From an optimization exercise on the open Yosys and OpenROAD flow, aimed at small area and a short achievable clock period; shortcuts taken in it are not production practice.
Where RTL was checked, it was by simulation tests only, not by an equivalence proof against the original.
No functional check of the RTL was part of runs 4 to 7.
Power figures rest on the tool's default switching activity, not on a simulated workload.

`design.v`:
```
module cpu_core (
    input         clk,
    input         rst,
    output [7:0]  imem_addr,
    input  [31:0] imem_data,
    output [7:0]  rf_raddr1,
    output [7:0]  rf_raddr2,
    input  [15:0] rf_rdata1,
    input  [15:0] rf_rdata2,
    output        rf_we,
    output [7:0]  rf_waddr,
    output [15:0] rf_wdata,
    output [7:0]  dmem_addr,
    input  [15:0] dmem_rdata,
    output        dmem_we,
    output [15:0] dmem_wdata
);
    reg  [7:0]  pc;
    reg         valid;           
    reg         ir_bubble;       
    reg  [23:0] ir;              
    reg  [2:0]  ir_q;            
    reg  [2:0]  ir_f;            
    reg  [7:0]  pc_d;            
    reg         pred_d;          
    reg  [7:0]  btb;             
    reg  [4:0]  bp_tag [0:7];
    reg  [7:0]  bp_taken;
    reg  [1:0]  ph;              
    reg         s_b;             
    reg  [2:0]  s_f;             
    reg  [23:0] ci;              
    reg         ci_cond;         
    reg  [7:0]  ci_nt;
    reg  [7:0]  ci_pc;
    reg         ci_pred;
    reg  [3:0]  mq;
    reg  [2:0]  mf;
    reg         mb1, mb3;
    reg  [23:0] ip;              
    reg  [7:0]  mar;
    reg  [15:0] mbr;
    wire m_rfop   = mq[3];
    wire m_pipe   = mq[3] & mq[1];
    wire m_op1mbr = m_pipe & ~mq[0];
    wire m_op2mbr = m_pipe & mq[0];
    wire m_op2imm = mq[3] & ~mq[1] & mq[0];
    wire m_beq    = (mq == 4'b0001);
    wire m_mar    = ~mq[3] & mq[2];
    wire m_marA   = m_mar & ~mq[1] & ~mq[0];
    wire m_latch  = m_mar & ~mq[1];
    wire m_st     = m_mar & mq[1];
    wire m_sti    = m_st & mq[0];
    wire [23:0] ich = m_pipe ? ip : ci;
    assign imem_addr = pc;
    assign rf_raddr1 = ich[23:16];
    assign rf_raddr2 = ich[15:8];
    assign rf_waddr  = ich[7:0];
    assign rf_we     = m_rfop;
    assign dmem_we   = mb1;
    assign dmem_addr = mar;
    assign dmem_wdata = mbr;
    wire [15:0] op1 = m_op1mbr ? mbr : rf_rdata1;
    wire [15:0] op2 = m_op2mbr ? mbr : m_op2imm ? {8'b0, ci[15:8]} : rf_rdata2;
    reg  [15:0] res;
    always @(*) begin
        case (mf)
            3'd0: res = op1;
            3'd1: res = op1 + op2;
            3'd2: res = op1 - op2;
            3'd3: res = op1 ^ op2;
            3'd4: res = op1 & op2;
            3'd5: res = op1 | op2;
            default: res = 16'b0;
        endcase
    end
    assign rf_wdata = res;
    wire eq       = (rf_rdata1 == rf_rdata2);
    wire br_alu   = ci_cond & ~m_pipe;
    wire flush    = br_alu & (m_beq ? (eq ^ ci_pred) : ci_pred);
    wire taken    = m_beq & eq;
    wire q_none  = ir_bubble | (ir_q == 3'd0) | (ir_q == 3'd7);
    wire q_reg   = ~ir_bubble & (ir_q == 3'd1);
    wire q_imm   = ~ir_bubble & (ir_q == 3'd2);
    wire q_mema  = ~ir_bubble & (ir_q == 3'd3);
    wire q_memb  = ~ir_bubble & (ir_q == 3'd4);
    wire q_store = ~ir_bubble & (ir_q == 3'd5);
    wire q_beq   = ~ir_bubble & (ir_q == 3'd6);
    wire q_multi = q_mema | q_memb | q_store;
    wire ph_idle = (ph == 2'd0);
    wire ph_s2   = ph[0];                     
    wire dep     = (ph == 2'd3 && s_b) ? 1'b0 :
                   ((ir[23:16] == ci[7:0]) | (ir[15:8] == ci[7:0]));
    wire spec_ok = ~dep & (flush | ~q_multi);
    wire exec_ready = ph_idle | (ph_s2 & spec_ok);
    wire adv     = valid & exec_ready;
    wire cu_clr  = flush | ~valid;
    wire [3:0] mq_single = q_reg ? 4'b1000 : q_imm ? 4'b1001 : q_beq ? 4'b0001 : 4'b0000;
    always @(posedge clk) begin
        if (cu_clr) begin
            ph  <= 2'd0;
            mq  <= 4'b0000;
            mb1 <= 1'b0;
            mb3 <= 1'b0;
        end else begin
            case (ph)
                2'd0: begin
                    ph  <= q_mema | q_memb ? 2'd1 : q_store ? 2'd3 : 2'd0;
                    mq  <= q_mema ? 4'b0100 : q_memb ? 4'b0101 :
                           q_store ? {3'b011, ir_f[0]} : mq_single;
                    mb1 <= 1'b0;
                    mb3 <= 1'b0;
                end
                2'd1: begin
                    ph  <= 2'd2;
                    mq  <= spec_ok ? mq_single : 4'b0000;
                    mb1 <= 1'b0;
                    mb3 <= 1'b1;
                end
                2'd2: begin
                    ph  <= 2'd0;
                    mq  <= {3'b101, s_b};
                    mb1 <= 1'b0;
                    mb3 <= 1'b0;
                end
                default: begin
                    ph  <= 2'd0;
                    mq  <= spec_ok ? mq_single : 4'b0000;
                    mb1 <= 1'b1;
                    mb3 <= 1'b0;
                end
            endcase
        end
        if (ph_idle) begin
            s_b <= q_store ? ~ir_f[0] : q_memb;
            s_f <= ir_f;
        end
        mf <= (ph == 2'd2) ? s_f : ir_f;
        if (cu_clr | ir_bubble) begin
            ci      <= 24'b0;
            ci_cond <= 1'b0;
        end else begin
            ci      <= ir;
            ci_cond <= ir_q[2] & ir_q[1];
        end
        ci_nt   <= btb;
        ci_pc   <= pc_d;
        ci_pred <= pred_d;
        if (m_latch)
            ip <= ci;
        if (m_st)
            mbr <= m_sti ? {8'b0, ci[23:16]} : rf_rdata1;
        else if (mb3)
            mbr <= dmem_rdata;
    end
    always @(posedge clk or posedge rst) begin
        if (rst)
            mar <= 8'b0;
        else if (m_mar)
            mar <= m_marA ? ci[23:16] : ci[15:8];
    end
    wire [7:0] op       = imem_data[31:24];
    wire       i_cond   = (op[7:4] == 4'h6);
    wire       i_uncond = (op[7:4] == 4'h4);
    wire       f_nz     = (op[2:0] != 3'd0);
    wire [2:0] i_q =
        (op[7:3] == 5'b00000 && f_nz) ? 3'd1 :
        (op[7:3] == 5'b00100 && f_nz) ? 3'd2 :
        ((op[7:3] == 5'b00010 && f_nz) || op == 8'h80) ? 3'd3 :
        (op[7:3] == 5'b00001 && f_nz) ? 3'd4 :
        (op == 8'h81 || op == 8'h91) ? 3'd5 :
        (op == 8'h60) ? 3'd6 :
        i_cond ? 3'd7 : 3'd0;
    wire [2:0] i_f = (op == 8'h81 || op == 8'h91) ? {2'b0, op[4]} : op[2:0];
    wire [2:0] idx   = pc[2:0];
    wire       hit   = (bp_tag[idx] == pc[7:3]);
    wire       pred  = i_cond & hit & bp_taken[idx];
    wire [7:0] pc_next = i_uncond ? imem_data[23:16] :
                         pred ? imem_data[7:0] : {pc[7:1] + 7'd1, pc[0]};
    always @(posedge clk or posedge rst) begin
        if (rst) begin
            pc        <= 8'b0;
            valid     <= 1'b0;
            ir_bubble <= 1'b1;
        end else begin
            valid <= 1'b1;
            if (adv) begin
                ir_bubble <= flush;
                pc <= flush ? ci_nt : pc_next;
            end
        end
    end
    always @(posedge clk) begin
        if (i_cond)
            btb <= imem_data[7:0];
        if (adv) begin
            ir     <= imem_data[23:0];
            ir_q   <= i_q;
            ir_f   <= i_f;
            pc_d   <= pc;
            pred_d <= pred;
        end
    end
    wire       upd_alu = br_alu & (bp_tag[ci_pc[2:0]] == ci_pc[7:3]);
    integer k;
    always @(posedge clk) begin
        if (i_cond & ~hit)
            bp_tag[idx] <= pc[7:3];
    end
    always @(posedge clk or posedge rst) begin
        if (rst)
            bp_taken <= 8'b0;
        else begin
            for (k = 0; k < 8; k = k + 1) begin
                if (upd_alu && ci_pc[2:0] == k)
                    bp_taken[k] <= taken;
                else if (i_cond && !hit && idx == k)
                    bp_taken[k] <= 1'b0;
            end
        end
    end
endmodule
```
`run.sh`:
```
#!/bin/bash
# synth_recipe.tcl (not shown) runs the flow's synth.tcl, then flattens the netlist and writes it again
# the make line also repeats each setting of config.mk as NAME=value (left out here)
make -C /OpenROAD-flow-scripts/flow DESIGN_CONFIG=/design/flow/config.mk WORK_HOME=/design/flow/orfs CLKGATE_MAP_FILE= SYNTH_SCRIPT=/design/flow/synth_recipe.tcl finish
```
`config.mk`:
```
export PLATFORM = sky130hd
export DESIGN_NAME = cpu_core
export DESIGN_NICKNAME = cpu_core
export VERILOG_FILES = /design/flow/design.v
export SDC_FILE = /design/flow/constraint.sdc
export NUM_CORES = 4
export LEC_CHECK = 0
export CAP_MARGIN = 20
export CORE_MARGIN = 2
export CORE_UTILIZATION = 40
export SLEW_MARGIN = 20
export SYNTH_MEMORY_MAX_BITS = 16384
```
`constraint.sdc`:
```
create_clock -name core_clock -period 11.0 [get_ports {clk}]
set_input_delay 2.2000 -clock core_clock [delete_from_list [all_inputs] [get_ports {clk}]]
set_output_delay 2.2000 -clock core_clock [all_outputs]
set_load 0.01 [all_outputs]
```
==> impl_metrics.yaml, run 1 <==
run_status:
  outcome: "no timing/DRC/antenna violations"
grt:
  antenna_found_initial: 0
  grtUsageTotal_pct: 20.5
  grt_overflow_total: 0
  grt_pass1_vias: 8691
  grt_start_max_net_pins: 37
  grt_pass1_wl_mm: 48.9
sta:
  finalMaxSlewViolations: 0
  rsz0062_at_grt: "no"
  finalSetupTns_ns: 0
  setup_viol: 0
  min_period_over_period_pct: 76.3
  period_needed_ns: 8.39
  worst_slew_margin_rel_pct: 30.3
  setup_ws_ns: 2.61
  max_freq_mhz: 119
  worstMarginPinSlew_ns: 1.05
  final_hold_viol_count: 0
  fin_skew_ns: 0.0216
clocking:
  cts.hold.buffers_added: 0
  worstSkewPairLatency_ns: 0.54
  cts_resized: 0
  clockBufferDepth: 3
  clkTransAtPathRegs_ns: 0.06
  cts_sinks: 210
  postCtsSetupBuffers: 0
  cts_tree: "done"
  cts-buffers-inserted: 25
  h-tree-depth: 1
  cts-root-buf: "clkbuf_16"
floorplanning:
  io_pins: 156
  chipHeight_um: 175
  die-area_um2: 30500
  num_rows: 62
  core_um2: 28700
  start_util_pct: 40.5
  die_x_um: 175
drt:
  detail_route.wl_per_cell_um: 19.9
  vias_per_cell: 5.43
  first_pass_iters: 7
  routed_wl_mm: 31.6
  drc_errors: 0
  drt_iter0_markers: 585
  num_vias: 8605
  ant_nets: 0
finish:
  drive_above_1_share_pct: 10.5
  diodes: 0
  nFillCells: 2580
  seq_area_um2: 5650
  area_growth_pct: 23.8
  nets: 1318
  multiInputGateArea_um2: 5590
synth:
  syn-num-nets: 1170
  ys_ff_latch: 210
  yosys_warnings: 1
  syn_area_um2: 11600
  synthArstFlopShare_pct: 12.4
  synth_cell_types: 76
  synthCells: 1036
  yosysSeqAreaShare_pct: 48.5
  avgSynthCellArea_um2: 11.2
  synthFlopType: "edfxtp_1"
  synth_edf_count: 131
worst_setup_path:
  worstSetupEndpointType: "primary output"
  worst-r2r-setup-slack_ns: 6.88
  crit_family: "compound AO/OA/AOI/OAI gates"
  worstSetupStartpointType: "input port"
  cp.arrival_ns: 6.19
  path_class: "in -> out"
  worst_ep_required_time_ns: 8.80
  critical_path.cell_chain: "clkdlybuf4s50_1 > mux2i_1 > ha_1 > nand2_1 > o41ai_1 > xnor2_1 > ha_1 > or2_2 > a21oi_1 > a21oi_1 > a41o_1 > o21ai_0 > nand4b_1 > o311ai_1 > clkdlybuf4s50_1"
  crit_buf_inv: 2
  critPathMaxStageDelay_ns: 0.61
  critPathSlowestCell: "clkdlybuf4s50_1"
  crit_path_max_fanout: 5
placement:
  gp_congestion: 0.870
  dpl_worst_slack_ns: 2.68
  dp_hpwl_mm: 23.4
  io_buffers: 155
power:
  ir_drop_mv: 0.124
  p_leak_nw: 5.51
  power.density_nw_per_um2: 182
run:
  cap_violations: 0
min_path:
  hp-class: "reg -> reg"
through the flow:
stage / power (W) / cell area, µm² / hold WS [ns] / util, % / cells
2_1_floorplan: 0.00151 / 11600 / 0.323 / - / 1036
3_3_place_gp: 0.00181 / 13600 / 0.324 / 47.2 / 1540
3_5_place_dp: 0.00182 / 13600 / 0.327 / 47.2 / 1540
4_1_cts: 0.00264 / 14400 / 0.339 / 50.1 / 1585
5_1_grt: 0.00275 / 14400 / 0.347 / 50.2 / 1586
6_report: 0.00262 / 14400 / 0.338 / 50.2 / 1586
power breakdown:
| part | total (W) | switching, W | internal [W] |
|---|---|---|---|
| registers | 0.00107 | 0.000122 | 0.000948 |
| logic | 0.000735 | 0.000388 | 0.000347 |
| clock network | 0.000810 | 0.000329 | 0.000480 |
sequential cells by signal (all words and copies together) (netlist names), 3 cells and up:
name,flops
bp_tag,40
bp_taken,8
btb,8
ci,24
ci_nt,8
ci_pc,8
ip,24
ir,24
ir_f,3
ir_q,3
mar,8
mbr,16
mf,3
mq,4
pc,8
pc_d,8
s_f,3
routing by layer:
| metal | global-route usage, % | share of wire (%) | vias up |
|---|---|---|---|
| met4 | 6.63 | 3.0 | 0 |
| met1 | 27.0 | 43 | 4170 |
| met3 | 3.43 | 5.6 | 64 |
| met5 | 0 | 0 | - |
| li1 | - | - | 4103 |
| met2 | 34.5 | 48 | 268 |
cell families (layout without fill, tap and decap cells):
kind of cell               count (synthesis)  in the layout  synth area share (%)
AOI/OAI and AO/OA                        189            189                  10.8
muxes                                    123            123                  13.0
xor gates and xnor gates                  73             73                  5.56
adders and majority gates                 52             52                  5.66
and+or+nand+nor                          289            289                  12.8
DFF                                      210            210                  48.5
buffers and inverters                     99            265                  3.56
other                                      1              1                0.0322
area by class of cell:
| cell class | instances | area share (%) |
|---|---|---|
| sequential | 210 | 39.2 |
| multi-input combinational | 727 | 38.8 |
| timing repair buffer | 169 | 11.6 |
| clock buffer | 36 | 4.98 |
| tap | 384 | 3.34 |
| inverter | 51 | 1.33 |
| clock inverter | 9 | 0.686 |
synthesized netlist by cell type (25+ instances only):
master,n,area [µm²]
ha_1,51,638
mux2i_1,57,571
xnor2_1,52,455
edfxtp_1,131,3930
and2_1,40,250
nand2_1,76,285
dfrtp_1,25,626
dfxtp_1,53,1060
o21ai_0,42,210
clkbuf_1,32,120
inv_1,47,176
a21oi_1,34,170
mux2_2,35,394
nor2_1,48,180
path summary, 6_finish.rpt:
check                             start           end  cells past startpoint
setup / recovery           rf_rdata2[0]  rf_wdata[13]                     15
hold / removal                  pc_d[3]      ci_pc[3]                      0
setup reg to reg                  mq[0]         pc[7]                     10
hold reg to reg                 pc_d[3]      ci_pc[3]                      0
max in group asynchronous           rst     ir_bubble                      3
min in group asynchronous           rst        mar[4]                      2
cell usage in the layout, fill, tap and decap left out, types with 10 or more instances in the layout:
cell type        instances
o221ai_1                13
mux2_2                  35
a21oi_1                 33
dfxtp_1                 53
a31oi_1                 10
o31ai_1                 11
clkbuf_16               25
buf_4                   13
and2_1                  40
clkdlybuf4s50_1        155
inv_1                   46
mux4_2                  12
xnor2_1                 52
o211ai_1                11
dfrtp_1                 25
o21ai_1                 10
nor2_1                  47
nand2b_1                20
nor2b_1                 10
nand2_1                 76
ha_1                    51
mux2i_1                 57
nor3_1                  17
nand3_1                 20
edfxtp_1               131
xor2_1                  20
o21ai_0                 42
==> run 2, diff against run 1 <==
--- a/config.mk
+++ b/config.mk
@@ -9,4 +9,5 @@
 export CORE_MARGIN = 2
 export CORE_UTILIZATION = 40
+export SETUP_SLACK_MARGIN = 4
 export SLEW_MARGIN = 20
 export SYNTH_MEMORY_MAX_BITS = 16384
==> impl_metrics.yaml, run 2 <==
finish:
  area_growth_pct: 29.3
  top_register: "bp_tag"
  final_cell_mix: "edfxtp_1 (131), clkdlybuf4s50_1 (131), nand2_1 (74), dfxtp_1 (53), xnor2_1 (51)"
  diodes: 0
  fin_area_um2: 15000
  nets: 1359
  drive_above_1_share_pct: 19.4
  largest_reg_flops: 40
synth:
  synthArstFlopShare_pct: 12.4
  synth_cell_types: 76
  syn-num-nets: 1170
  avgSynthCellArea_um2: 11.2
  synth_most_common_cell: "edfxtp_1"
  ys_ff_latch: 210
  synth_top_area_share_pct: 33.8
  synth_edf_count: 131
  syn_area_um2: 11600
  yosysSeqAreaShare_pct: 48.5
  synthFlopType: "edfxtp_1"
  post-synth-top-area-cell: "edfxtp_1"
  yosys_warnings: 1
  synthCells: 1036
  synthTopCellsByArea: "edfxtp_1 (34%), dfxtp_1 (9.1%), ha_1 (5.5%)"
  ys_top_cells_by_count: "edfxtp_1 (131), nand2_1 (76), mux2i_1 (57), dfxtp_1 (53), xnor2_1 (52)"
sta:
  fin_skew_ns: 0.0145
  finalSetupTns_ns: 0
  finalMaxSlewViolations: 0
  setup_ws_ns: 3.77
  final_hold_viol_count: 0
  worstMarginPinSlew_ns: 1.07
  min_period_over_period_pct: 65.7
  max_freq_mhz: 138
  worst_slew_margin_rel_pct: 28.6
  holdWs_ns: 0.339
  rsz0062_at_grt: "yes"
  setup_viol: 0
  period_needed_ns: 7.23
power:
  internal_power_w: 0.00179
  clockPowerShare_pct: 29.5
  power.density_nw_per_um2: 177
  power_frac_seq_pct: 39.9
  power_w: 0.00267
  ir_drop_mv: 0.138
  switching_power_w: 0.000874
  p_leak_nw: 5.82
  combPwrFrac_pct: 30.6
  p_sw_share_pct: 32.8
drt:
  routed_wl_mm: 32.8
  num_vias: 8777
  ant_nets: 0
  vias_per_cell: 5.39
  first_pass_iters: 5
  drc_errors: 0
  drt_iter0_markers: 595
  detail_route.wl_per_cell_um: 20.1
floorplanning:
  start_util_pct: 40.5
  num_rows: 62
  die-area_um2: 30500
  io_pins: 156
  core_um2: 28700
  die_x_um: 175
  chipHeight_um: 175
clocking:
  h-tree-depth: 1
  cts-root-buf: "clkbuf_16"
  clkTransAtPathRegs_ns: 0.05
  cts-buffers-inserted: 24
  clockBufferDepth: 3
  cts_sinks: 210
  worstSkewPairLatency_ns: 0.53
  cts_tree: "done"
worst_setup_path:
  worstSetupStartpointType: "input port"
  crit_path_max_fanout: 3
  crit_start: "rf_rdata2[1]"
  cp.arrival_ns: 5.03
  worst_ep_required_time_ns: 8.80
  worstSetupEndpointType: "primary output"
  cpMostUsedCell: "buf_4"
  critPathMaxStageDelay_ns: 0.32
  critPathSlowestCell: "ha_2"
  rr_startpoint: "mq[0]"
  path_class: "in -> out"
  crit_buf_inv: 6
  critical_path.cell_chain: "buf_8 > mux2i_4 > ha_4 > buf_6 > buf_4 > a31oi_2 > xnor2_1 > ha_2 > o21a_1 > o31ai_4 > buf_4 > a21oi_4 > a41o_1 > buf_4 > o21ai_2 > xnor2_1 > o221ai_2 > buf_2"
  crit_family: "compound AO/OA/AOI/OAI gates"
grt:
  antenna_found_initial: 0
  grt_busiest_layer: "met2"
  grt_overflow_total: 0
  grt_use_met3_pct: 3.50
  grt_pass1_wl_mm: 50.2
  grt_use_met1_pct: 27.7
  grt_start_max_net_pins: 37
  grt_pass1_vias: 8924
  grtUsageTotal_pct: 21.0
  use_met2_pct: 35.9
min_path:
  worstHoldStart: "pc_d[1]"
  hp-class: "reg -> reg"
placement:
  dp_hpwl_mm: 23.2
  dpl_worst_slack_ns: 2.68
  io_buffers: 155
  dpl-instance-area_um2: 13600
  gp_congestion: 0.911
run:
  cap_violations: 0
run_status:
  outcome: "no timing/DRC/antenna violations"
-- run 2: cell count changes in the layout (fill, tap and decap cells not counted), moves of 5 or more --
cell and delta:
buf_2 +11, o21ai_2 +5, a21oi_2 +5, buf_4 +33
a21oi_4 +5, mux2i_1 -7, buf_6 +10, nor2_1 -5
a21oi_1 -10, clkdlybuf4s50_1 -24
-- run 2: path summary, 6_finish.rpt --
| check | end | slack (ns) | depth (start not counted) |
|---|---|---|---|
| min in group asynchronous | mar[6] | 1.99 | 2 |
| max in group asynchronous | bp_taken[6] | 8.52 | 3 |
| hold reg to reg | ci_pc[1] | 0.34 | 0 |
| setup / recovery | rf_wdata[15] | 3.77 | 18 |
| setup reg to reg | pc[4] | 6.95 | 10 |
| hold / removal | ci_pc[1] | 0.34 | 0 |
-- run 2: cell families (layout without fill, tap and decap cells) --
group,after synthesis,count (layout),synth area share [%]
multiplexers,123,123,13.0
AND/OR/NAND/NOR,289,289,12.8
flip-flops,210,210,48.5
buffers and inverters,99,306,3.56
AO/OA/AOI/OAI,189,189,10.8
XOR/XNOR,73,73,5.56
adder cells (fa/ha/maj),52,52,5.66
other,1,1,0.0322
-- run 2: area by class of cell --
| class | instances | area (µm²) |
|---|---|---|
| clock buffer | 33 | 686 |
| fill | 2478 | 13700 |
| timing repair buffer | 211 | 1960 |
| inverter | 51 | 194 |
| multi-input combinational | 727 | 5980 |
| sequential | 210 | 5650 |
| clock inverter | 11 | 101 |
| tap | 384 | 480 |
-- run 2: metal layers --
| layer | share of wire, % | wire length (µm) |
|---|---|---|
| met5 | 0 | 0 |
| met4 | 2.5 | 804 |
| met3 | 6.0 | 1950 |
| met2 | 49 | 15900 |
| met1 | 43 | 14100 |
-- run 2: power groups by stage --
stage,sequential (W),combinational (W),clock (W)
floorplan,0.00103,0.000478,0
global placement,0.00108,0.000736,0
detailed placement,0.00108,0.000741,0
CTS,0.00106,0.000785,0.000802
global route,0.00108,0.000882,0.000834
finish,0.00106,0.000816,0.000788
-- run 2: what timing repair did --
action	in CTS	in global routing
pin swaps	32	36
endpoints found under the setup margin	15	11
hold buffers	0	0
gates resized for setup	122	53
setup buffers	32	10
-- run 2: stage by stage --
step                      util, %  instances
after CTS                    51.6       1617
after detailed placement     47.3       1541
after global placement       47.3       1540
after global routing         52.4       1627
final                        52.4       1627
after floorplan                 -       1036
==> run 3, diff against run 2 <==
--- a/config.mk
+++ b/config.mk
@@ -6,4 +6,5 @@
 export NUM_CORES = 4
 export LEC_CHECK = 0
+export ABC_CLOCK_PERIOD_IN_PS = 4000
 export CAP_MARGIN = 20
 export CORE_MARGIN = 2
==> impl_metrics.yaml, run 3 <==
run_status:
  outcome: "no timing/DRC/antenna violations"
clocking:
  worstSkewPairLatency_ns: 0.53
  cts-buffers-inserted: 24
  h-tree-depth: 1
  cts.hold.buffers_added: 0
  cts_tree: "done"
  clockBufferDepth: 3
  cts-root-buf: "clkbuf_16"
  clkTransAtPathRegs_ns: 0.05
  cts_sinks: 210
floorplanning:
  start_util_pct: 40.5
  io_pins: 156
  die_x_um: 175
  die-area_um2: 30500
  chipHeight_um: 175
  core_um2: 28700
  num_rows: 62
finish:
  layout.cells.non_filler: 1627
  fin_util_pct: 52.4
  final_cell_mix: "edfxtp_1 (131), clkdlybuf4s50_1 (131), nand2_1 (74), dfxtp_1 (53), xnor2_1 (51)"
  diodes: 0
  drive_above_1_share_pct: 19.4
  seq_area_um2: 5650
  nFillCells: 2478
  top_register: "bp_tag"
  multiInputGateArea_um2: 5980
  largest_reg_flops: 40
  nets: 1359
  area_growth_pct: 29.3
sta:
  worstMarginPinSlew_ns: 1.07
  setup_viol: 0
  max_freq_mhz: 138
  rsz0062_at_grt: "yes"
  worst_slew_margin_rel_pct: 28.6
  min_period_over_period_pct: 65.7
  setup_ws_ns: 3.77
  fin_skew_ns: 0.0145
  period_needed_ns: 7.23
  final_hold_viol_count: 0
  finalMaxSlewViolations: 0
  finalSetupTns_ns: 0
power:
  internal_power_w: 0.00179
  combPwrFrac_pct: 30.6
  clockPowerShare_pct: 29.5
  p_leak_nw: 5.82
  ir_drop_mv: 0.138
  switching_power_w: 0.000874
  power_frac_seq_pct: 39.9
  power_w: 0.00267
  power.density_nw_per_um2: 177
  p_sw_share_pct: 32.8
grt:
  grt_pass1_wl_mm: 50.2
  grt_overflow_total: 0
  grtUsageTotal_pct: 21.0
  grt_pass1_vias: 8924
  antenna_found_initial: 0
  grt_start_max_net_pins: 37
synth:
  synth_cell_types: 76
  yosys_warnings: 1
  syn_area_um2: 11600
  synth_top_area_share_pct: 33.8
  yosysSeqAreaShare_pct: 48.5
  synthCells: 1036
  post-synth-top-area-cell: "edfxtp_1"
  avgSynthCellArea_um2: 11.2
  synthArstFlopShare_pct: 12.4
  ys_ff_latch: 210
  synthFlopType: "edfxtp_1"
  synth_edf_count: 131
  syn-num-nets: 1170
  ys_top_cells_by_count: "edfxtp_1 (131), nand2_1 (76), mux2i_1 (57), dfxtp_1 (53), xnor2_1 (52)"
  synth_most_common_cell: "edfxtp_1"
  synthTopCellsByArea: "edfxtp_1 (34%), dfxtp_1 (9.1%), ha_1 (5.5%)"
placement:
  dp_hpwl_mm: 23.2
  dpl_worst_slack_ns: 2.68
  io_buffers: 155
  gp_congestion: 0.911
  dp.cells: 1541
worst_setup_path:
  crit_path_max_fanout: 3
  worst_ep_required_time_ns: 8.80
  rr_startpoint: "mq[0]"
  reg2reg_depth: 10
  worstSetupStartpointType: "input port"
  worst-r2r-setup-slack_ns: 6.95
  worstSetupEndpointType: "primary output"
  r2r_end: "pc[4]"
  path_class: "in -> out"
  cp.arrival_ns: 5.03
min_path:
  hold_path_depth: 0
  hold_end: "ci_pc[1]"
  worstHoldStart: "pc_d[1]"
  hp-class: "reg -> reg"
drt:
  detail_route.wl_per_cell_um: 20.1
  drt_iter0_markers: 595
  num_vias: 8777
  drc_errors: 0
  routed_wl_mm: 32.8
  vias_per_cell: 5.39
  first_pass_iters: 5
  ant_nets: 0
run:
  cap_violations: 0
==> run 3: worst max-delay path by stage <==
stage / from / end
6_report: rf_rdata2[1] / rf_wdata[15]
3_5_place_dp: rf_rdata2[0] / rf_wdata[13]
4_1_cts: rf_rdata2[1] / rf_wdata[11]
3_3_place_gp: rf_rdata2[0] / rf_wdata[15]
2_1_floorplan: rf_rdata2[0] / rf_wdata[12]
5_1_grt: rf_rdata2[1] / rf_wdata[15]
==> run 3: area by class of cell <==
type,instances,share of cell area [%]
inverters,51,1.29
flip-flops and latches,210,37.5
clock inverters,11,0.674
well taps,384,3.19
clock buffers,33,4.56
multi-input cells,727,39.7
repair buffers,211,13.0
==> run 3: power by group through the flow <==
stage                     registers, W  clock network, W  logic, W
after floorplan                0.00103                 0  0.000478
after global placement         0.00108                 0  0.000736
after detailed placement       0.00108                 0  0.000741
after CTS                      0.00106          0.000802  0.000785
after global routing           0.00108          0.000834  0.000882
final                          0.00106          0.000788  0.000816
==> run 3: worst max-delay path, cell delays in order <==
cell      delay [ns]
buf_8           0.10
mux2i_4         0.23
ha_4            0.19
buf_6           0.09
buf_4           0.09
a31oi_2         0.08
xnor2_1         0.20
ha_2            0.32
o21a_1          0.20
o31ai_4         0.07
buf_4           0.16
a21oi_4         0.05
a41o_1          0.28
buf_4           0.15
o21ai_2         0.15
xnor2_1         0.15
o221ai_2        0.13
buf_2           0.18
==> run 3: stage by stage <==
stage | cell area, µm² | hold slack, ns
finish | 15000 | 0.339
global route | 15000 | 0.340
CTS | 14800 | 0.336
detailed placement | 13600 | 0.327
global placement | 13600 | 0.324
floorplan | 11600 | 0.323
==> run 3: logic make-up (layout without fill, tap and decap cells) <==
| kind of cell | Yosys count | in the layout | share of synthesized area (%) |
|---|---|---|---|
| AO/OA/AOI/OAI | 189 | 189 | 10.8 |
| XOR/XNOR | 73 | 73 | 5.56 |
| adder cells (fa/ha/maj) | 52 | 52 | 5.66 |
| buffers and inverters | 99 | 306 | 3.56 |
| flip-flops | 210 | 210 | 48.5 |
| multiplexers | 123 | 123 | 13.0 |
| other | 1 | 1 | 0.0322 |
| AND/OR/NAND/NOR | 289 | 289 | 12.8 |
==> run 3: metal layers <==
layer	global-route usage [%]	share of wire, %	up-vias
met2	35.9	49	272
li1	-	-	4182
met4	5.42	2.5	0
met1	27.7	43	4272
met5	0	0	-
met3	3.50	6.0	51
==> run 3: repair_timing <==
action                     in CTS  in global routing
pin swaps                      32                 36
setup endpoints to repair      15                 11
buffers inserted               32                 10
gates resized for setup       122                 53
==> run 4, diff against run 3 <==
--- a/design.v
+++ b/design.v
@@ -41,4 +41,24 @@
     reg  [7:0]  mar;
     reg  [15:0] mbr;
+    function [15:0] carry16(input [15:0] a, input [15:0] b, input cin);
+        reg [15:0] g, t, gg, tt;
+        integer i, l, j;
+        begin
+            g = a & b;
+            t = a | b;
+            for (l = 0; l < 4; l = l + 1) begin
+                gg = g; tt = t;
+                for (i = 0; i < 16; i = i + 1) begin
+                    if (((i >> l) & 1) == 1) begin
+                        j = ((i >> l) << l) - 1;
+                        gg[i] = g[i] | (t[i] & g[j]);
+                        tt[i] = t[i] & t[j];
+                    end
+                end
+                g = gg; t = tt;
+            end
+            carry16 = {g[14:0] | (t[14:0] & {15{cin}}), cin};
+        end
+    endfunction
     wire m_rfop   = mq[3];
     wire m_pipe   = mq[3] & mq[1];
@@ -63,16 +83,24 @@
     wire [15:0] op1 = m_op1mbr ? mbr : rf_rdata1;
     wire [15:0] op2 = m_op2mbr ? mbr : m_op2imm ? {8'b0, ci[15:8]} : rf_rdata2;
-    reg  [15:0] res;
-    always @(*) begin
-        case (mf)
-            3'd0: res = op1;
-            3'd1: res = op1 + op2;
-            3'd2: res = op1 - op2;
-            3'd3: res = op1 ^ op2;
-            3'd4: res = op1 & op2;
-            3'd5: res = op1 | op2;
-            default: res = 16'b0;
-        endcase
-    end
+    wire [15:0] nop2 = ~op2;
+    wire [15:0] c_add = carry16(op1, op2, 1'b0);
+    wire [15:0] c_sub = carry16(op1, nop2, 1'b1);
+    wire s_pass = (mf == 3'd0);
+    wire s_add  = (mf == 3'd1);
+    wire s_sub  = (mf == 3'd2);
+    wire s_xor  = (mf == 3'd3);
+    wire s_and  = (mf == 3'd4);
+    wire s_or   = (mf == 3'd5);
+    wire [15:0] t  = op1 | op2;
+    wire [15:0] g  = op1 & op2;
+    wire s_x0 = s_add | s_sub | s_xor;
+    wire [15:0] res;
+    assign res[0] = (op1[0] & s_pass) | ((t[0] & s_x0) & ~g[0]) |
+                    (g[0] & s_and) | (t[0] & s_or);
+    assign res[15:1] = (op1[15:1] & {15{s_pass}}) |
+                       (((op1[15:1] ^ c_add[15:1]) ^ op2[15:1]) & {15{s_add}}) |
+                       (((op1[15:1] ^ c_sub[15:1]) ^ nop2[15:1]) & {15{s_sub}}) |
+                       ((t[15:1] & {15{s_xor}}) & ~g[15:1]) |
+                       (g[15:1] & {15{s_and}}) | (t[15:1] & {15{s_or}});
     assign rf_wdata = res;
     wire eq       = (rf_rdata1 == rf_rdata2);
--- a/config.mk
+++ b/config.mk
@@ -6,5 +6,5 @@
 export NUM_CORES = 4
 export LEC_CHECK = 0
-export ABC_CLOCK_PERIOD_IN_PS = 4000
+export ABC_AREA = 1
 export CAP_MARGIN = 20
 export CORE_MARGIN = 2
==> impl_metrics.yaml, run 4 <==
sta:
  max_freq_mhz: 146
  worst_slew_margin_rel_pct: 32.4
  finalMaxSlewViolations: 0
  worstMarginPinSlew_ns: 1.01
  rsz0062_at_grt: "no"
  min_period_over_period_pct: 62.2
  finalSetupTns_ns: 0
  fin_skew_ns: 0.00921
  period_needed_ns: 6.84
  setup_viol: 0
  final_hold_viol_count: 0
floorplanning:
  start_util_pct: 40.4
  die_x_um: 179
  num_rows: 64
  chipHeight_um: 179
  io_pins: 156
  die-area_um2: 32200
  core_um2: 30400
placement:
  io_buffers: 155
  gp_congestion: 0.944
  dp_hpwl_mm: 28.6
worst_setup_path:
  critPathMaxStageDelay_ns: 0.55
  critical_path.cell_chain: "clkdlybuf4s50_1 > inv_1 > nand2_1 > o21ai_0 > nor2_2 > nand2_2 > nor2_1 > nor2_2 > nand2_4 > nand3_1 > nand3_1 > nand3_1 > nand2_1 > inv_1 > nand2_1 > clkdlybuf4s50_1"
  worstSetupEndpointType: "primary output"
  r2r_end: "ir[12]"
  path_class: "in -> out"
  worst-r2r-setup-slack_ns: 7.45
  worst_ep_required_time_ns: 8.80
  crit_start: "rf_rdata2[2]"
  crit_path_max_fanout: 5
  critPathSlowestCell: "clkdlybuf4s50_1"
  rr_startpoint: "mq[0]"
  reg2reg_depth: 13
  worstSetupStartpointType: "input port"
  cp.arrival_ns: 4.64
  crit_path_end: "rf_wdata[7]"
grt:
  grt_overflow_total: 0
  grt_pass1_vias: 10800
  grtUsageTotal_pct: 23.1
  grt_start_max_net_pins: 36
  antenna_found_initial: 0
  grt_pass1_wl_mm: 58.0
finish:
  area_growth_pct: 20.9
  final_cell_mix: "nand2_1 (470), inv_1 (210), clkdlybuf4s50_1 (147), nor2_1 (136), edfxtp_1 (131)"
  top_register: "bp_tag"
  drive_above_1_share_pct: 9.16
  nets: 1818
  largest_reg_flops: 40
  mostFrequentLayoutCell: "nand2_1"
clocking:
  cts-buffers-inserted: 21
  cts_tree: "done"
  clkTransAtPathRegs_ns: 0.07
  cts.hold.buffers_added: 0
  clockBufferDepth: 3
  cts_resized: 0
  postCtsSetupBuffers: 0
  worstSkewPairLatency_ns: 0.50
  cts-root-buf: "clkbuf_16"
  cts_sinks: 210
  h-tree-depth: 1
power:
  ir_drop_mv: 0.131
  power_frac_seq_pct: 44.5
  p_sw_share_pct: 32.5
  p_leak_nw: 6.76
  clockPowerShare_pct: 29.6
  switching_power_w: 0.000734
  power.density_nw_per_um2: 152
  combPwrFrac_pct: 26.0
  internal_power_w: 0.00152
  power_w: 0.00226
drt:
  vias_per_cell: 5.15
  first_pass_iters: 6
  drt_iter0_markers: 853
  drc_errors: 0
  detail_route.wl_per_cell_um: 17.4
  num_vias: 11000
  routed_wl_mm: 37.3
  ant_nets: 0
synth:
  yosysSeqAreaShare_pct: 45.9
  ys_ff_latch: 210
  post-synth-top-area-cell: "edfxtp_1"
  synthArstFlopShare_pct: 12.4
  ys_top_cells_by_count: "nand2_1 (472), inv_1 (211), nor2_1 (141), edfxtp_1 (131), nand3_1 (121)"
  synthCells: 1581
  synthTopCellsByArea: "edfxtp_1 (32%), nand2_1 (14%), dfxtp_1 (8.6%)"
  avgSynthCellArea_um2: 7.78
  synth_most_common_cell: "nand2_1"
  synth_top_area_share_pct: 32.0
  syn_area_um2: 12300
  yosys_warnings: 1
  syn-num-nets: 1667
  synthFlopType: "edfxtp_1"
  synth_cell_types: 63
  synth_edf_count: 131
min_path:
  hp-class: "reg -> reg"
run_status:
  outcome: "no timing/DRC/antenna violations"
run:
  cap_violations: 0
-- run 4: cell count changes after synthesis, sizes merged, moves of 32 or more --
cell,delta
mux2i,-63
xnor2,-43
mux2,-32
and2,-39
inv,+169
nor2,+112
nand3,+112
nand2,+429
ha,-47
-- run 4: how the worst min path moves through the flow --
stage / to / startpoint / cells past startpoint / slack [ns]
detailed placement: ci_pc[6] / pc_d[6] / 0 / 0.33
floorplan: ci_nt[0] / btb[0] / 0 / 0.32
global route: ci_pc[7] / pc_d[7] / 0 / 0.35
CTS: ci_pc[6] / pc_d[6] / 0 / 0.34
finish: ci_pc[2] / pc_d[2] / 0 / 0.34
global placement: ci_pc[7] / pc_d[7] / 0 / 0.32
-- run 4: power groups by stage --
stage	logic [W]	registers, W	clock network (W)
2_1_floorplan	0.000344	0.000999	0
3_3_place_gp	0.000581	0.00102	0
3_5_place_dp	0.000583	0.00102	0
4_1_cts	0.000586	0.00100	0.000679
5_1_grt	0.000653	0.00101	0.000711
6_report	0.000586	0.00100	0.000667
-- run 4: kinds of logic after synthesis --
kind of cell	Yosys count	share of synthesized area (%)
and+or+nand+nor	873	31.9
other	1	0.0305
AOI/OAI and AO/OA	190	9.67
DFF	210	45.9
adders and majority gates	4	0.407
muxes	16	1.46
xor gates and xnor gates	26	1.85
buffers and inverters	261	8.77
-- run 4: critical path: cells and delay by family --
| family | cells | cell delay, ns |
|---|---|---|
| simple gates | 11 | 1.14 |
| buf+inv | 4 | 1.21 |
| compound gates | 1 | 0.10 |
-- run 4: stage by stage --
stage | area, µm² | util, % | hold slack [ns] | std cells | setup slack, ns
after floorplan | 12300 | - | 0.323 | 1581 | 5.41
after global placement | 14200 | 46.6 | 0.324 | 2104 | 4.00
after detailed placement | 14200 | 46.6 | 0.328 | 2104 | 4.05
after CTS | 14800 | 48.7 | 0.341 | 2142 | 4.04
after global routing | 14900 | 48.9 | 0.347 | 2143 | 4.01
final | 14900 | 48.9 | 0.339 | 2144 | 4.16
-- run 4: routing by layer --
metal,track usage [%],routed length (µm),vias to the layer above,part of all wire [%]
li1,-,-,5501,-
met1,31.9,17100,5136,46
met2,38.6,17400,357,47
met3,2.66,2190,41,5.9
met4,5.81,646,0,1.7
met5,0,0,-,0
-- run 4: area by class of cell --
class / instances / area, µm²
fill: 3017 / 15600
sequential: 210 / 5650
multi-input combinational: 1110 / 5610
timing repair buffer: 166 / 1650
inverter: 223 / 837
clock buffer: 25 / 551
tap: 396 / 495
clock inverter: 13 / 82.6
antenna: 1 / 2.50
==> run 5, diff against run 4 <==
--- a/config.mk
+++ b/config.mk
@@ -10,5 +10,5 @@
 export CORE_MARGIN = 2
 export CORE_UTILIZATION = 40
-export SETUP_SLACK_MARGIN = 4
+export SETUP_SLACK_MARGIN = 5
 export SLEW_MARGIN = 20
 export SYNTH_MEMORY_MAX_BITS = 16384
==> impl_metrics.yaml, run 5 <==
grt:
  grt_busiest_layer: "met2"
  grt_start_max_net_pins: 36
  grt_use_met3_pct: 2.53
  grt_use_met1_pct: 32.5
  grt_pass1_vias: 11200
  grtUsageTotal_pct: 23.8
  grt_overflow_total: 0
  use_met2_pct: 40.2
  antenna_found_initial: 0
  grt_pass1_wl_mm: 60.0
placement:
  io_buffers: 155
  gp_congestion: 0.944
  dpl-instance-area_um2: 14200
  dp_hpwl_mm: 28.6
  dpl_worst_slack_ns: 4.05
worst_setup_path:
  path_class: "in -> out"
  crit_path_max_fanout: 7
  r2r_end: "bp_tag[6][0]"
  crit_start: "rf_rdata2[2]"
  worstSetupEndpointType: "primary output"
  worstSetupStartpointType: "input port"
  worst-r2r-setup-slack_ns: 7.62
  crit_path_end: "rf_wdata[11]"
  reg2reg_depth: 13
  rr_startpoint: "pc[1]"
  worst_ep_required_time_ns: 8.80
  cp.arrival_ns: 3.76
drt:
  first_pass_iters: 5
  vias_per_cell: 5.19
  drc_errors: 0
  drt_iter0_markers: 804
  ant_nets: 0
  detail_route.wl_per_cell_um: 17.6
  routed_wl_mm: 38.8
  num_vias: 11400
synth:
  synthCells: 1581
  synth_top_area_share_pct: 32.0
  syn_area_um2: 12300
  post-synth-top-area-cell: "edfxtp_1"
  synth_cell_types: 63
  syn-num-nets: 1667
  synthFlopType: "edfxtp_1"
  yosysSeqAreaShare_pct: 45.9
  avgSynthCellArea_um2: 7.78
  synthTopCellsByArea: "edfxtp_1 (32%), nand2_1 (14%), dfxtp_1 (8.6%)"
  synthArstFlopShare_pct: 12.4
  ys_top_cells_by_count: "nand2_1 (472), inv_1 (211), nor2_1 (141), edfxtp_1 (131), nand3_1 (121)"
  synth_edf_count: 131
  yosys_warnings: 1
  synth_most_common_cell: "nand2_1"
  ys_ff_latch: 210
finish:
  top_register: "bp_tag"
  fin_area_um2: 15900
  nFillCells: 2947
  final_cell_mix: "nand2_1 (415), inv_1 (190), edfxtp_1 (131), nor2_1 (114), clkdlybuf4s50_1 (109)"
  nets: 1871
  drive_above_1_share_pct: 22.2
  largest_reg_flops: 40
  mostFrequentLayoutCell: "nand2_1"
  area_growth_pct: 29.1
power:
  ir_drop_mv: 0.132
  p_leak_nw: 7.13
  power.density_nw_per_um2: 145
clocking:
  cts-buffers-inserted: 21
  h-tree-depth: 1
  cts_tree: "done"
  worstSkewPairLatency_ns: 0.50
  cts-root-buf: "clkbuf_16"
  cts_sinks: 210
  clkTransAtPathRegs_ns: 0.06
  clockBufferDepth: 3
min_path:
  hp-class: "reg -> reg"
sta:
  finalSetupTns_ns: 0
  rsz0062_at_grt: "yes"
  finalMaxSlewViolations: 0
  worstMarginPinSlew_ns: 1.02
  worst_slew_margin_rel_pct: 31.7
  min_period_over_period_pct: 54.2
  fin_skew_ns: 0.00964
  max_freq_mhz: 168
  final_hold_viol_count: 0
  period_needed_ns: 5.96
  setup_ws_ns: 5.04
  setup_viol: 0
floorplanning:
  start_util_pct: 40.4
  num_rows: 64
  core_um2: 30400
  chipHeight_um: 179
  io_pins: 156
  die-area_um2: 32200
  die_x_um: 179
run_status:
  outcome: "no timing/DRC/antenna violations"
run:
  cap_violations: 0
[run 5: critical path, cell delays in order]
cell	delay, ns
buf_8	0.10
inv_2	0.04
nand2_1	0.04
o21ai_1	0.10
nor2_2	0.07
buf_6	0.15
nor2_4	0.11
nor2_2	0.06
nand2_2	0.09
nand2_4	0.09
nand2_4	0.10
nand2_8	0.09
nand2_4	0.08
nand2_2	0.04
nand2_1	0.05
nand3_1	0.07
nand3_1	0.12
buf_2	0.14
[run 5: what timing repair did]
item,in CTS,in global routing
pin swaps,61,70
hold buffers,0,0
gates resized for setup,247,129
hold endpoints to repair,0,0
setup buffers,36,17
setup endpoints to repair,16,45
[run 5: logic make-up (layout without fill, tap and decap cells)]
family / Yosys count / after routing / share of synthesized area [%]
compound gates: 190 / 190 / 9.67
xor+xnor: 26 / 26 / 1.85
fa+ha+maj: 4 / 4 / 0.407
buf+inv: 261 / 480 / 8.77
flops: 210 / 210 / 45.9
mux: 16 / 16 / 1.46
other cells: 1 / 2 / 0.0305
simple gates: 873 / 873 / 31.9
[run 5: stage by stage]
step	power, W	util [%]	std cells	hold slack [ns]
2_1_floorplan	0.00134	-	1581	0.323
3_5_place_dp	0.00160	46.6	2104	0.328
6_report	0.00231	52.2	2197	0.336
3_3_place_gp	0.00160	46.6	2104	0.324
4_1_cts	0.00229	50.8	2178	0.341
5_1_grt	0.00243	52.2	2196	0.347
[run 5: worst min-delay path by stage]
stage / end / cells past startpoint / slack, ns / start
final: ci_pc[2] / 0 / 0.34 / pc_d[2]
after global routing: ci_pc[7] / 0 / 0.35 / pc_d[7]
after CTS: ci_pc[6] / 0 / 0.34 / pc_d[6]
after detailed placement: ci_pc[6] / 0 / 0.33 / pc_d[6]
after global placement: ci_pc[7] / 0 / 0.32 / pc_d[7]
after floorplan: ci_nt[0] / 0 / 0.32 / btb[0]
[run 5: layer usage]
metal	part of all wire (%)	vias up
li1	-	5609
met1	45	5368
met2	48	361
met3	5.6	55
met4	2.0	0
met5	0	-
[run 5: cell type report]
class                   instances  area (µm²)  share of cell area [%]
clock inverters                13        82.6                   0.520
diodes                          1        2.50                  0.0158
clock buffers                  25         551                    3.47
multi-input cells            1110        6300                    39.7
inverters                     223         846                    5.33
well taps                     396         495                    3.12
flip-flops and latches        210        5650                    35.6
repair buffers                219        1950                    12.3
[run 5: where the power goes]
part | total [W] | switching [W] | internal (W)
Combinational | 0.000637 | 0.000383 | 0.000254
Sequential | 0.00100 | 0.0000768 | 0.000926
Clock | 0.000667 | 0.000305 | 0.000362
==> run 6, diff against run 5 <==
==> flow/run.sh (new file) <==
#!/bin/bash
set -euo pipefail
export BUFFER_PORTS_ARGS="-buffer_cell sky130_fd_sc_hd__buf_1"
bash standard.sh > standard_flow.log 2>&1
==> standard.sh (new file) <==
#!/bin/bash
# synth_recipe.tcl (not shown) runs the flow's synth.tcl, then flattens the netlist and writes it again
# the make line also repeats each setting of config.mk as NAME=value (left out here)
make -C /OpenROAD-flow-scripts/flow DESIGN_CONFIG=/design/flow/config.mk WORK_HOME=/design/flow/orfs CLKGATE_MAP_FILE= SYNTH_SCRIPT=/design/flow/synth_recipe.tcl "${@:-finish}"
removed: run.sh
==> impl_metrics.yaml, run 6 <==
clocking:
  worstSkewPairLatency_ns: 0.51
  clockBufferDepth: 3
  cts_sinks: 210
  cts_tree: "done"
  cts-root-buf: "clkbuf_16"
  cts-buffers-inserted: 22
  clkTransAtPathRegs_ns: 0.06
  h-tree-depth: 1
min_path:
  worstHoldStart: "pc_d[3]"
  hp-class: "reg -> reg"
sta:
  worst_slew_margin_rel_pct: 28.2
  period_needed_ns: 5.95
  finalMaxSlewViolations: 0
  min_period_over_period_pct: 54.1
  setup_viol: 0
  worstMarginPinSlew_ns: 1.07
  rsz0062_at_grt: "yes"
  max_freq_mhz: 168
  finalSetupTns_ns: 0
  final_hold_viol_count: 0
  fin_skew_ns: 0.0122
  holdWs_ns: 0.339
synth:
  synthTopCellsByArea: "edfxtp_1 (32%), nand2_1 (14%), dfxtp_1 (8.6%)"
  post-synth-top-area-cell: "edfxtp_1"
  ys_ff_latch: 210
  synth_top_area_share_pct: 32.0
  syn-num-nets: 1667
  synthCells: 1581
  synthFlopType: "edfxtp_1"
  ys_top_cells_by_count: "nand2_1 (472), inv_1 (211), nor2_1 (141), edfxtp_1 (131), nand3_1 (121)"
  yosys_warnings: 1
  synthArstFlopShare_pct: 12.4
  synth_cell_types: 63
  yosysSeqAreaShare_pct: 45.9
  syn_area_um2: 12300
  synth_most_common_cell: "nand2_1"
  synth_edf_count: 131
  avgSynthCellArea_um2: 7.78
floorplanning:
  io_pins: 156
  die-area_um2: 32200
  chipHeight_um: 179
  num_rows: 64
  start_util_pct: 40.4
  die_x_um: 179
  core_um2: 30400
worst_setup_path:
  crit_start: "rf_rdata2[7]"
  path_class: "in -> out"
  crit_path_max_fanout: 7
  worstSetupStartpointType: "input port"
  rr_startpoint: "pc[2]"
  cp.arrival_ns: 3.75
  worst_ep_required_time_ns: 8.80
  worstSetupEndpointType: "primary output"
placement:
  dp.cells: 2101
  dp_hpwl_mm: 27.5
  gp_congestion: 0.912
  io_buffers: 155
power:
  clockPowerShare_pct: 33.4
  power.density_nw_per_um2: 158
  combPwrFrac_pct: 23.2
  p_sw_share_pct: 32.1
  switching_power_w: 0.000748
  ir_drop_mv: 0.129
  p_leak_nw: 6.61
  internal_power_w: 0.00158
  power_frac_seq_pct: 43.4
finish:
  drive_above_1_share_pct: 17.4
  nets: 1841
  layout.cells.non_filler: 2167
  largest_reg_flops: 40
  area_growth_pct: 19.8
  mostFrequentLayoutCell: "nand2_1"
  final_cell_mix: "nand2_1 (432), inv_1 (201), edfxtp_1 (131), buf_1 (124), nor2_1 (117)"
  diodes: 0
  multiInputGateArea_um2: 6080
  nFillCells: 3048
  top_register: "bp_tag"
  seq_area_um2: 5650
drt:
  routed_wl_mm: 36.7
  drt_iter0_markers: 918
  drc_errors: 0
  detail_route.wl_per_cell_um: 16.9
  num_vias: 11300
  ant_nets: 0
  vias_per_cell: 5.23
  first_pass_iters: 5
run_status:
  outcome: "no timing/DRC/antenna violations"
grt:
  grt_start_max_net_pins: 36
  grtUsageTotal_pct: 22.2
  grt_pass1_vias: 10400
  antenna_found_initial: 1
  grt_overflow_total: 0
  grt_pass1_wl_mm: 55.9
run:
  cap_violations: 0
[run 6: cell counts after synthesis]
Identical to the previous run, type by type.
[run 6: worst paths after layout]
check | to | slack, ns | cells past startpoint
min reg2reg | ci_pc[3] | 0.34 | 0
min in group asynchronous | bp_taken[1] | 1.75 | 2
max | rf_wdata[13] | 5.05 | 15
max reg2reg | bp_tag[6][3] | 7.64 | 10
max in group asynchronous | valid | 8.83 | 2
min | ci_pc[3] | 0.34 | 0
[run 6: layout make-up]
cell class / instances / area share (%)
well taps: 396 / 3.36
inverters: 223 / 5.74
multi-input cells: 1110 / 41.3
repair buffers: 188 / 6.13
clock inverters: 11 / 1.18
clock buffers: 29 / 3.98
flip-flops and latches: 210 / 38.3
[run 6: power by group through the flow]
stage / clock (W) / sequential, W / combinational [W]
floorplan: 0 / 0.000999 / 0.000344
global placement: 0 / 0.00103 / 0.000490
detailed placement: 0 / 0.00103 / 0.000493
CTS: 0.000790 / 0.00101 / 0.000501
global route: 0.000826 / 0.00102 / 0.000605
finish: 0.000777 / 0.00101 / 0.000541
[run 6: critical path, cell delays in order]
cell     delay (ns)
buf_2          0.13
nand2_2        0.08
nand2_2        0.10
nor2_4         0.04
nand2_2        0.12
inv_2          0.05
buf_4          0.13
nor3_4         0.19
nand2_4        0.09
nand2_8        0.13
nand2_4        0.07
nand3_1        0.10
nand3_2        0.08
nand3_1        0.10
buf_2          0.14
[run 6: kinds of logic (layout without fill, tap and decap cells)]
| logic type | after synthesis | after routing | share of synthesized area (%) |
|---|---|---|---|
| and+or+nand+nor | 873 | 873 | 31.9 |
| buffers and inverters | 261 | 451 | 8.77 |
| DFF | 210 | 210 | 45.9 |
| AOI/OAI and AO/OA | 190 | 190 | 9.67 |
| xor gates and xnor gates | 26 | 26 | 1.85 |
| muxes | 16 | 16 | 1.46 |
| adders and majority gates | 4 | 4 | 0.407 |
| other | 1 | 1 | 0.0305 |
[run 6: layer usage]
layer | global-route usage, % | routed length, µm | vias up
li1 | - | - | 5556
met1 | 31.8 | 16300 | 5309
met2 | 36.2 | 17300 | 407
met3 | 2.32 | 2300 | 54
met4 | 5.65 | 739 | 2
met5 | 0 | 15 | -
[run 6: through the flow]
stage	instance area, µm²	worst slack, ns	total power, W	utilization (%)
CTS	14000	4.99	0.00230	46.1
global route	14700	4.97	0.00245	48.4
detailed placement	13200	4.81	0.00152	43.3
floorplan	12300	5.41	0.00134	-
global placement	13200	4.90	0.00152	43.3
finish	14700	5.05	0.00233	48.4
[run 6: repair_timing]
action | CTS | global route
endpoints found under the setup margin | 11 | 13
pin swaps | 8 | 55
setup buffers | 5 | 21
gates resized for setup | 19 | 172
hold endpoints to repair | 0 | 0
hold buffers | 0 | 0
==> run 7, diff against run 6 <==
--- a/design.v
+++ b/design.v
@@ -27,4 +27,6 @@
     reg  [4:0]  bp_tag [0:7];
     reg  [7:0]  bp_taken;
+    reg         ir_alive;        
+    reg         ci_alive;        
     reg  [1:0]  ph;              
     reg         s_b;             
@@ -72,9 +74,8 @@
     wire m_st     = m_mar & mq[1];
     wire m_sti    = m_st & mq[0];
-    wire [23:0] ich = m_pipe ? ip : ci;
     assign imem_addr = pc;
-    assign rf_raddr1 = ich[23:16];
-    assign rf_raddr2 = ich[15:8];
-    assign rf_waddr  = ich[7:0];
+    assign rf_raddr1 = ci[23:16];
+    assign rf_raddr2 = ci[15:8];
+    assign rf_waddr  = ci[7:0];
     assign rf_we     = m_rfop;
     assign dmem_we   = mb1;
@@ -83,7 +84,4 @@
     wire [15:0] op1 = m_op1mbr ? mbr : rf_rdata1;
     wire [15:0] op2 = m_op2mbr ? mbr : m_op2imm ? {8'b0, ci[15:8]} : rf_rdata2;
-    wire [15:0] nop2 = ~op2;
-    wire [15:0] c_add = carry16(op1, op2, 1'b0);
-    wire [15:0] c_sub = carry16(op1, nop2, 1'b1);
     wire s_pass = (mf == 3'd0);
     wire s_add  = (mf == 3'd1);
@@ -92,18 +90,20 @@
     wire s_and  = (mf == 3'd4);
     wire s_or   = (mf == 3'd5);
+    wire [15:0] op2x = op2 ^ {16{s_sub}};
+    wire [15:0] c_as = carry16(op1, op2x, s_sub);
     wire [15:0] t  = op1 | op2;
     wire [15:0] g  = op1 & op2;
     wire s_x0 = s_add | s_sub | s_xor;
+    wire s_as = s_add | s_sub;
     wire [15:0] res;
     assign res[0] = (op1[0] & s_pass) | ((t[0] & s_x0) & ~g[0]) |
                     (g[0] & s_and) | (t[0] & s_or);
     assign res[15:1] = (op1[15:1] & {15{s_pass}}) |
-                       (((op1[15:1] ^ c_add[15:1]) ^ op2[15:1]) & {15{s_add}}) |
-                       (((op1[15:1] ^ c_sub[15:1]) ^ nop2[15:1]) & {15{s_sub}}) |
+                       (((op1[15:1] ^ c_as[15:1]) & {15{s_as}}) ^ (op2x[15:1] & {15{s_as}})) |
                        ((t[15:1] & {15{s_xor}}) & ~g[15:1]) |
                        (g[15:1] & {15{s_and}}) | (t[15:1] & {15{s_or}});
     assign rf_wdata = res;
-    wire eq       = (rf_rdata1 == rf_rdata2);
-    wire br_alu   = ci_cond & ~m_pipe;
+    wire eq       = ~|((t & {16{m_beq}}) & ~g);    
+    wire br_alu   = ci_cond;
     wire flush    = br_alu & (m_beq ? (eq ^ ci_pred) : ci_pred);
     wire taken    = m_beq & eq;
@@ -118,5 +118,5 @@
     wire ph_idle = (ph == 2'd0);
     wire ph_s2   = ph[0];                     
-    wire dep     = (ph == 2'd3 && s_b) ? 1'b0 :
+    wire dep     = (ph == 2'd3 && !mq[0]) ? 1'b0 :
                    ((ir[23:16] == ci[7:0]) | (ir[15:8] == ci[7:0]));
     wire spec_ok = ~dep & (flush | ~q_multi);
@@ -160,10 +160,14 @@
             endcase
         end
-        if (ph_idle) begin
-            s_b <= q_store ? ~ir_f[0] : q_memb;
-            s_f <= ir_f;
-        end
+        s_b <= mq[0];
+        s_f <= mf;
         mf <= (ph == 2'd2) ? s_f : ir_f;
-        if (cu_clr | ir_bubble) begin
+        if (cu_clr) begin
+            ci      <= 24'b0;
+            ci_cond <= 1'b0;
+        end else if (ph == 2'd2) begin
+            ci      <= ip;
+            ci_cond <= 1'b0;
+        end else if (ir_bubble) begin
             ci      <= 24'b0;
             ci_cond <= 1'b0;
@@ -230,8 +234,14 @@
         end
     end
-    wire       upd_alu = br_alu & (bp_tag[ci_pc[2:0]] == ci_pc[7:3]);
+    wire       claim   = i_cond & ~hit;
+    wire       alive_d = (claim && pc[2:0] == pc_d[2:0]) ? (pc[7:3] == pc_d[7:3]) : ir_alive;
+    wire       upd_alu = br_alu & ci_alive;
+    always @(posedge clk) begin
+        ci_alive <= alive_d;
+        ir_alive <= adv ? (i_cond | hit) : alive_d;
+    end
     integer k;
     always @(posedge clk) begin
-        if (i_cond & ~hit)
+        if (claim)
             bp_tag[idx] <= pc[7:3];
     end
@@ -243,5 +253,5 @@
                 if (upd_alu && ci_pc[2:0] == k)
                     bp_taken[k] <= taken;
-                else if (i_cond && !hit && idx == k)
+                else if (claim && idx == k)
                     bp_taken[k] <= 1'b0;
             end
==> impl_metrics.yaml, run 7 <==
run_status:
  outcome: "no timing/DRC/antenna violations"
floorplanning:
  io_pins: 156
  start_util_pct: 40.6
  die_x_um: 169
  die-area_um2: 28600
  chipHeight_um: 169
  core_um2: 26900
  num_rows: 60
finish:
  diodes: 0
  drive_above_1_share_pct: 14.8
  mostFrequentLayoutCell: "nand2_1"
  top_register: "bp_tag"
  largest_reg_flops: 40
  multiInputGateArea_um2: 4890
  nets: 1565
  area_growth_pct: 18.9
  nFillCells: 2642
  seq_area_um2: 5550
  final_cell_mix: "nand2_1 (335), buf_1 (141), edfxtp_1 (127), inv_1 (119), nor2_1 (94)"
min_path:
  hold_path_depth: 0
  hold_end: "ci_nt[5]"
  hp-class: "reg -> reg"
  worstHoldStart: "btb[5]"
grt:
  grtUsageTotal_pct: 21.8
  antenna_found_initial: 0
  grt_pass1_wl_mm: 49.4
  grt_pass1_vias: 8982
  grt_start_max_net_pins: 54
  grt_overflow_total: 0
sta:
  min_period_over_period_pct: 55.5
  rsz0062_at_grt: "yes"
  finalSetupTns_ns: 0
  final_hold_viol_count: 0
  setup_ws_ns: 4.90
  setup_viol: 0
  max_freq_mhz: 164
  period_needed_ns: 6.10
  worst_slew_margin_rel_pct: 33.9
  finalMaxSlewViolations: 0
  fin_skew_ns: 0.0128
  worstMarginPinSlew_ns: 0.988
drt:
  routed_wl_mm: 32.6
  drt_iter0_markers: 963
  highest_layer: "met4"
  ant_nets: 0
  drc_errors: 0
  wl_met3_mm: 2.36
  wl_met1_mm: 14.9
  detail_route.wl_per_cell_um: 17.8
  vias_per_cell: 5.38
  num_vias: 9877
  wl_met2_mm: 14.8
  first_pass_iters: 7
clocking:
  cts.hold.buffers_added: 0
  h-tree-depth: 1
  clockBufferDepth: 3
  cts-buffers-inserted: 23
  cts-root-buf: "clkbuf_16"
  clkTransAtPathRegs_ns: 0.06
  worstSkewPairLatency_ns: 0.51
  cts_tree: "done"
  cts_sinks: 207
placement:
  dp_hpwl_mm: 22.9
  io_buffers: 155
  dpl_worst_slack_ns: 4.67
  gp_congestion: 0.935
worst_setup_path:
  critical_path.cell_chain: "buf_1 > nand2_1 > inv_2 > nor2_4 > nand2_2 > xor2_1 > nand2_1 > nand3_2 > nand2_2 > nand3_2 > nand2_4 > buf_4 > xnor2_1 > a21oi_1 > o21ai_1 > buf_2"
  path_class: "in -> out"
  crit_path_max_fanout: 6
  worstSetupEndpointType: "primary output"
  worst_ep_required_time_ns: 8.80
  worstSetupStartpointType: "input port"
  rr_startpoint: "mq[3]"
  reg2reg_depth: 18
  cp.arrival_ns: 3.90
  critPathSlowestCell: "xor2_1"
  r2r_end: "ir[10]"
  worst-r2r-setup-slack_ns: 7.02
  critPathMaxStageDelay_ns: 0.21
synth:
  syn_area_um2: 10900
  synth_edf_count: 127
  post-synth-top-area-cell: "edfxtp_1"
  ys_ff_latch: 207
  synth_cell_types: 55
  synthTopCellsByArea: "edfxtp_1 (35%), nand2_1 (13%), dfxtp_1 (9.9%)"
  yosysSeqAreaShare_pct: 50.8
  synthCells: 1316
  avgSynthCellArea_um2: 8.30
  synthArstFlopShare_pct: 12.6
  syn-num-nets: 1402
  synthFlopType: "edfxtp_1"
  ys_top_cells_by_count: "nand2_1 (366), edfxtp_1 (127), inv_1 (124), nand3_1 (106), nor2_1 (102)"
  synth_top_area_share_pct: 34.9
  synth_most_common_cell: "nand2_1"
  yosys_warnings: 1
power:
  switching_power_w: 0.000765
  power.density_nw_per_um2: 182
  clockPowerShare_pct: 33.3
  p_sw_share_pct: 32.4
  combPwrFrac_pct: 23.6
  power_w: 0.00236
  ir_drop_mv: 0.132
  power_frac_seq_pct: 43.1
  internal_power_w: 0.00159
  p_leak_nw: 5.48
run:
  cap_violations: 0
-- run 7: layer usage --
metal | up-vias | global-route usage (%)
met4 | 0 | 4.94
li1 | 4764 | -
met2 | 404 | 34.6
met5 | - | 0
met3 | 55 | 2.68
met1 | 4654 | 32.1
-- run 7: power groups by stage --
stage | Combinational [W] | Sequential [W] | Clock (W)
floorplan | 0.000353 | 0.00100 | 0
global placement | 0.000495 | 0.00103 | 0
detailed placement | 0.000501 | 0.00103 | 0
CTS | 0.000520 | 0.00101 | 0.000800
global route | 0.000619 | 0.00103 | 0.000827
finish | 0.000557 | 0.00102 | 0.000785
-- run 7: stage by stage --
stage / area, µm² / std cells / hold slack [ns] / utilization [%]
after CTS: 12700 / 1827 / 0.338 / 47.2
after floorplan: 10900 / 1316 / 0.323 / -
after detailed placement: 11700 / 1775 / 0.328 / 43.7
after global routing: 13000 / 1836 / 0.348 / 48.3
after global placement: 11700 / 1775 / 0.324 / 43.7
final: 13000 / 1836 / 0.340 / 48.3
-- run 7: cells by family (layout without fill, tap and decap cells) --
kind of cell | after synthesis | in the layout | synth area share (%)
buf+inv | 182 | 361 | 7.05
simple gates | 672 | 672 | 27.4
compound gates | 219 | 219 | 11.8
fa+ha+maj | 4 | 4 | 0.458
xor+xnor | 31 | 31 | 2.49
other cells | 1 | 1 | 0.0344
flops | 207 | 207 | 50.8
-- run 7: worst max path at each step --
stage              endpoint  cells past startpoint         start
6_report        rf_wdata[8]                     16  rf_rdata2[2]
5_1_grt        rf_wdata[11]                     18  rf_rdata2[2]
4_1_cts         rf_wdata[9]                     18  rf_rdata2[2]
3_5_place_dp    rf_wdata[9]                     18  rf_rdata1[0]
3_3_place_gp   rf_wdata[14]                     19  rf_rdata2[2]
2_1_floorplan  rf_wdata[13]                     15  rf_rdata2[2]
-- run 7: what timing repair did --
action,in CTS,in global routing
endpoints found under the setup margin,11,13
resized for setup,34,75
pin swaps,14,24
buffers inserted,11,9
-- run 7: layout make-up --
cell class	instances	share of cell area, %
Tap cell	341	3.29
Clock inverter	10	1.09
Inverter	139	4.09
Clock buffer	31	4.90
Timing Repair Buffer	181	6.27
Multi-Input combinational cell	927	37.6
Sequential cell	207	42.7
-- run 7: worst max-delay path: cells and delay by family --
family	cells	cell delay [ns]
buffers and inverters	4	0.41
AND/OR/NAND/NOR	8	0.76
XOR/XNOR	2	0.32
AO/OA/AOI/OAI	2	0.21

[port drivers added, routing unchanged]
No port has a modelled driver above. Below, the same layouts with a new extraction and two added sets of constraints. Step 1 assumes that a clkbuf_16 drives the clock port and a buf_2 every other input. Step 2 also shifts input and output timing later by t, the mid clock arrival at the registers, as if the neighbouring blocks saw the same clock. Three values: ideal ports, drivers, drivers and shift; two values: the first two.
| run | shift t [ns] | setup WS [ns] | hold WS [ns] | worst setup path at the end | worst register clock-pin slew, ns |
|---|---|---|---|---|---|
| run 1 | 0.583 | 2.610 / 2.587 / 2.587 | 0.338 / 0.338 / 0.338 | input to output | 0.06 / 0.06 |
| run 2 | 0.566 | 3.772 / 3.731 / 3.731 | 0.339 / 0.339 / 0.339 | input to output | 0.07 / 0.07 |
| run 3 | 0.566 | 3.772 / 3.731 / 3.731 | 0.339 / 0.339 / 0.339 | input to output | 0.07 / 0.07 |
| run 4 | 0.540 | 4.158 / 4.113 / 4.113 | 0.339 / 0.339 / 0.339 | input to output | 0.07 / 0.07 |
| run 5 | 0.542 | 5.036 / 4.978 / 4.669 | 0.336 / 0.336 / 0.336 | input to register | 0.07 / 0.07 |
| run 6 | 0.545 | 5.045 / 5.020 / 5.020 | 0.339 / 0.339 / 0.339 | input to output | 0.06 / 0.06 |
| run 7 | 0.544 | 4.897 / 4.873 / 4.873 | 0.340 / 0.340 / 0.340 | input to output | 0.07 / 0.07 |
After both steps every run listed still meets setup and hold. For run 5, which loses most, drivers alone change the setup slack by -0.058 ns; drivers and shift together by -0.367 ns.
